This design comes from an exercise in tuning for small area on the open sky130 flow, not from production work.
Only simulation tests tie the RTL to the original design; equivalence was not proved.
The flow treats the clock pin as an ideal source, which a real chip does not have.

==> module uart_tx, before the edit <==
module uart_tx (
	input wire clk,
	input wire nrst,
	input wire [7:0] data,
	input wire data_valid,
	output reg data_ready,
	output reg txd
);
localparam [12:0] L_N = 13'd339;
reg [12:0] cnt;
reg [3:0] ph;
wire idle = (ph == 1);
wire cnt0 = (cnt == 0);
wire [12:0] cnt_step = {cnt[11:0], cnt[12] ^ cnt[2] ^ (cnt[12] && cnt[11:0] == 0)};
wire [3:0] ph_inc = ph + 4'd1;
always @(posedge clk) begin
	cnt <= (idle || cnt0) ? L_N : cnt_step;
	if (!nrst) begin
		ph <= 1;
		data_ready <= 0;
		txd <= 1;
	end else if (idle) begin
		if (data_valid) begin
			ph <= 7;
			txd <= 0;
		end
	end else if (cnt0) begin
		ph <= ph_inc;
		if (ph == 0)
			data_ready <= 1;
		else
			txd <= ph_inc[3] ? data[ph_inc[2:0]] : 1'b1;
	end
end
endmodule  
==> module led, before the edit <==
module led (
	input wire clk,
	input wire r1,
	input wire r2,
	input wire [31:0] data,  
	input wire [1:0] zero,  
	output reg [7:0] led_segments,
	output reg [7:0] led_enable
);
reg [12:0] c_lo;
reg [2:0] c_hi;
wire lo_z = (c_lo[11:0] == 0);
wire [12:0] lo_step = {c_lo[11:0], c_lo[12] ^ c_lo[3] ^ c_lo[2] ^ c_lo[0] ^ lo_z};
always @(posedge clk) begin
	c_lo <= r1 ? 13'd0 : lo_step;
	c_hi <= r1 ? 3'd0 : c_hi + (c_lo[12] && lo_z);
end
wire [2:0] sel = c_hi - (!c_lo[12] && lo_z);
wire [3:0] digit = r2 ? 4'hf : zero[sel[2]] ? 4'd0 : data[sel*4 +: 4];
localparam [111:0] PAT = {
	7'b000_1110, 7'b000_0110, 7'b010_0001, 7'b100_0110,
	7'b000_0011, 7'b000_1000, 7'b001_0000, 7'b000_0000,
	7'b111_1000, 7'b000_0010, 7'b001_0010, 7'b001_1001,
	7'b011_0000, 7'b010_0100, 7'b111_1001, 7'b100_0000};
wire [6:0] pat = PAT[digit*7 +: 7];
always @(*) begin
	led_enable = 8'hff;
	if (!r1) led_enable[c_hi] = 1'b0;
	led_segments = r1 ? 8'hff : {1'b1, pat};
end
endmodule  
==> module ac4e6_board, before the edit <==
module ac4e6_board (
	input wire clk50,
	input wire [3:0] key,
	input wire [7:0] switch,
	input wire ps2_data,
	input wire ps2_sdck,
	input wire ch340_rx,
	output wire ch340_tx,
	output wire buzzer,
	output wire [7:0] led_segments,
	output wire [7:0] led_enable,
	output wire [2:0] vga_rgb,
	output wire vga_hsync,
	output wire vga_vsync,
	output wire [11:0] led
);
assign buzzer = '1;
assign vga_rgb = '1;
assign vga_hsync = '1;
assign vga_vsync = '1;
assign led = '1;
wire nrst;
assign nrst = key[2];
wire [7:0] uart_q;
wire uart_qv;
uart_rx i_uart_rx(clk50, nrst, ch340_rx, uart_q, uart_qv);
wire [12:0] uart_dbg;
wire uart_dbg_v;
reg r1, r2;
reg [1:0] rxd_d;
always @(posedge clk50) begin
	r1 <= !nrst;
	r2 <= r1;
	rxd_d <= {rxd_d[0], ch340_rx};
end
uart_rx_dbg i_uart_dbg(clk50, !r2, rxd_d[1], uart_dbg, uart_dbg_v);
localparam [2:0] Q_IDLE = 3'b000, Q_NEW = 3'b101, Q_ONE = 3'b100, Q_TWO = 3'b110, Q_NEXT = 3'b001;
reg [7:0] ch340_data;
reg [2:0] q;
wire ch340_data_valid = q[2];
wire ch340_data_ready;
uart_tx i_uart_tx(clk50, nrst, ch340_data, ch340_data_valid, ch340_data_ready, ch340_tx);
always @(posedge clk50) begin
	if (q[0])
		ch340_data <= uart_q;
	if (!nrst)
		q <= Q_IDLE;
	else case (q)
		Q_IDLE: q <= uart_qv ? Q_NEW : Q_IDLE;
		Q_NEW: q <= ch340_data_ready ? Q_IDLE : Q_ONE;
		Q_ONE: q <= ch340_data_ready ? (uart_qv ? Q_NEXT : Q_IDLE) : (uart_qv ? Q_TWO : Q_ONE);
		Q_TWO: q <= ch340_data_ready ? Q_NEXT : Q_TWO;
		default: q <= Q_ONE;  
	endcase
end
reg [12:0] led_lo, led_hi;
reg z_lo, z_hi;
led i_led(clk50, r1, r2, {3'b0, led_hi, 3'b0, led_lo}, {z_hi, z_lo}, led_segments, led_enable);
always @(posedge clk50) begin
	if (uart_dbg_v) begin
		led_lo <= uart_dbg;
		led_hi <= led_lo;
	end
	if (r2) begin
		z_lo <= 1;
		z_hi <= 1;
	end else if (uart_dbg_v) begin
		z_lo <= 0;
		z_hi <= z_lo;
	end
end
endmodule  
==> flow/config.mk <==
export PLATFORM = sky130hd
export DESIGN_NAME = ac4e6_board
export DESIGN_NICKNAME = ac4e6_board
export VERILOG_FILES = /design/flow/design.v
export SDC_FILE = /design/flow/constraint.sdc
export NUM_CORES = 4
export LEC_CHECK = 0
export CAP_MARGIN = 20
export CORE_MARGIN = 2
export CORE_UTILIZATION = 70
export SLEW_MARGIN = 20
==> flow/constraint.sdc <==
create_clock -name core_clock -period 20.0 [get_ports {clk50}]
set_input_delay 4.0000 -clock core_clock [delete_from_list [all_inputs] [get_ports {clk50}]]
set_output_delay 4.0000 -clock core_clock [all_outputs]
set_load 0.01 [all_outputs]
standard.sh (not shown) runs the stock make flow with config.mk's settings and CLKGATE_MAP_FILE= SYNTH_SCRIPT=/design/flow/synth_recipe.tcl, a recipe that flattens the netlist after the stock synthesis.
==> flow/flow/run.sh <==
#!/bin/bash
# The standard ORFS layout (standard.sh: synthesis, floorplan, power grid,
# placement and routing), with these changes:
#  - after the standard synthesis, its combinational cells are mapped again
#    for area by flow/remap.sh (flip-flops and tie cells kept as they are);
#    the standard netlist is kept as 1_2_yosys_standard.v,
#  - clock tree: clkbuf_4 buffers and no dummy loads; afterwards each leaf
#    clock buffer gets the smallest clkbuf size that keeps its flip-flop clock
#    pins' slew under 95 ps, and every other cell is given the smallest
#    equivalent cell that keeps timing and slew/capacitance limits
#    (flow/post_cts.tcl, run as ORFS's POST_CTS_TCL),
#  - port buffers: buf_1 cells,
#  - constant outputs: one tie cell per value instead of one per port.
# The make output goes to standard_flow.log; ORFS's per-step logs are under orfs/logs.
set -euo pipefail
export CTS_ARGS="-sink_clustering_enable -repair_clock_nets -dont_use_dummy_load -buf_list sky130_fd_sc_hd__clkbuf_4"
export POST_CTS_TCL="$(pwd)/flow/post_cts.tcl"
export BUFFER_PORTS_ARGS="-buffer_cell sky130_fd_sc_hd__buf_1"
export SKIP_REPAIR_TIE_FANOUT=1
R=$(pwd)/orfs/results/sky130hd/ac4e6_board/base
bash standard.sh "$R/1_2_yosys.v" > standard_synth.log 2>&1
cp "$R/1_2_yosys.v" "$R/1_2_yosys_standard.v"
bash flow/remap.sh "$R/1_2_yosys_standard.v" "$R/1_2_yosys.v" > remap.log 2>&1
bash standard.sh finish > standard_flow.log 2>&1
Other scripts of this flow, unchanged in this note and not shown: flow/flow/post_cts.tcl, flow/flow/remap.sh
Then changed:
--- a/flow/design.v
+++ b/flow/design.v
@@ -66,25 +66,27 @@
 reg [12:0] cnt;
 reg [3:0] ph;
-wire idle = (ph == 1);
+wire idle = (ph == 0);
 wire cnt0 = (cnt == 0);
 wire [12:0] cnt_step = {cnt[11:0], cnt[12] ^ cnt[2] ^ (cnt[12] && cnt[11:0] == 0)};
-wire [3:0] ph_inc = ph + 4'd1;
+wire [3:0] bi = ph - 4'd1;
 always @(posedge clk) begin
 	cnt <= (idle || cnt0) ? L_N : cnt_step;
 	if (!nrst) begin
-		ph <= 1;
+		ph <= 0;
 		data_ready <= 0;
 		txd <= 1;
 	end else if (idle) begin
 		if (data_valid) begin
-			ph <= 7;
+			ph <= 1;
 			txd <= 0;
 		end
 	end else if (cnt0) begin
-		ph <= ph_inc;
-		if (ph == 0)
+		if (ph == 10) begin
+			ph <= 0;
 			data_ready <= 1;
-		else
-			txd <= ph_inc[3] ? data[ph_inc[2:0]] : 1'b1;
+		end else begin
+			ph <= ph + 1;
+			txd <= (ph == 9) ? 1'b1 : data[bi[2:0]];
+		end
 	end
 end
@@ -103,9 +105,11 @@
 wire lo_z = (c_lo[11:0] == 0);
 wire [12:0] lo_step = {c_lo[11:0], c_lo[12] ^ c_lo[3] ^ c_lo[2] ^ c_lo[0] ^ lo_z};
+wire [2:0] hi_next = c_hi + (c_lo[12] && lo_z);
 always @(posedge clk) begin
-	c_lo <= r1 ? 13'd0 : lo_step;
-	c_hi <= r1 ? 3'd0 : c_hi + (c_lo[12] && lo_z);
+	c_lo <= r2 ? 13'd0 : lo_step;
+	c_hi <= r2 ? 3'd0 : hi_next;
 end
-wire [2:0] sel = c_hi - (!c_lo[12] && lo_z);
+wire [2:0] en_sel = r2 ? 3'd0 : hi_next;
+wire [2:0] sel = c_hi;
 wire [3:0] digit = r2 ? 4'hf : zero[sel[2]] ? 4'd0 : data[sel*4 +: 4];
 localparam [111:0] PAT = {
@@ -117,5 +121,5 @@
 always @(*) begin
 	led_enable = 8'hff;
-	if (!r1) led_enable[c_hi] = 1'b0;
+	if (!r1) led_enable[en_sel] = 1'b0;
 	led_segments = r1 ? 8'hff : {1'b1, pat};
 end
@@ -177,17 +181,18 @@
 end
 reg [12:0] led_lo, led_hi;
-reg z_lo, z_hi;
+wire z_lo = &led_lo[12:10];
+wire z_hi = &led_hi[12:10];
 led i_led(clk50, r1, r2, {3'b0, led_hi, 3'b0, led_lo}, {z_hi, z_lo}, led_segments, led_enable);
 always @(posedge clk50) begin
+	if (r2) begin
+		led_lo[12:10] <= 3'b111;
+		led_hi[12:10] <= 3'b111;
+	end else if (uart_dbg_v) begin
+		led_lo[12:10] <= uart_dbg[12:10];
+		led_hi[12:10] <= led_lo[12:10];
+	end
 	if (uart_dbg_v) begin
-		led_lo <= uart_dbg;
-		led_hi <= led_lo;
-	end
-	if (r2) begin
-		z_lo <= 1;
-		z_hi <= 1;
-	end else if (uart_dbg_v) begin
-		z_lo <= 0;
-		z_hi <= z_lo;
+		led_lo[9:0] <= uart_dbg[9:0];
+		led_hi[9:0] <= led_lo[9:0];
 	end
 end
Effect:
- clock-buffer cell count does not change
- non-clock buffer count goes up by 1
- synthesized cell count goes down by a few percent
- critical path depth decreases by 7
- wire length went down slightly
- cell area falls by a few percent
- hold slack got worse by 0.0084 ns
- setup slack is better by 0.35 ns

[afterwards: timing with drivers on the ports]
No port has a modelled driver above. Below, the same layouts with a new extraction and two added sets of constraints. Step 1 (the two cells are an assumption about what drives the block):
set clk [get_ports {clk50}]
set_driving_cell -lib_cell sky130_fd_sc_hd__clkbuf_16 $clk
set_driving_cell -lib_cell sky130_fd_sc_hd__buf_2 [delete_from_list [all_inputs] $clk]
Step 2 times the ports against the registers' clock, not the clock port: input delays grow and output delays shrink by t, the midpoint of the rising clock arrivals with the driver on. Slacks: ideal ports / drivers / drivers and shift; pairs: ideal ports / drivers.
run	shift t [ns]	setup WS [ns]	pins driven straight from the clock port
the first run	0.503	11.690 / 11.665 / 12.168	1
the second run	0.498	12.037 / 12.008 / 12.506	1
After both steps setup and hold are still met in every run listed.
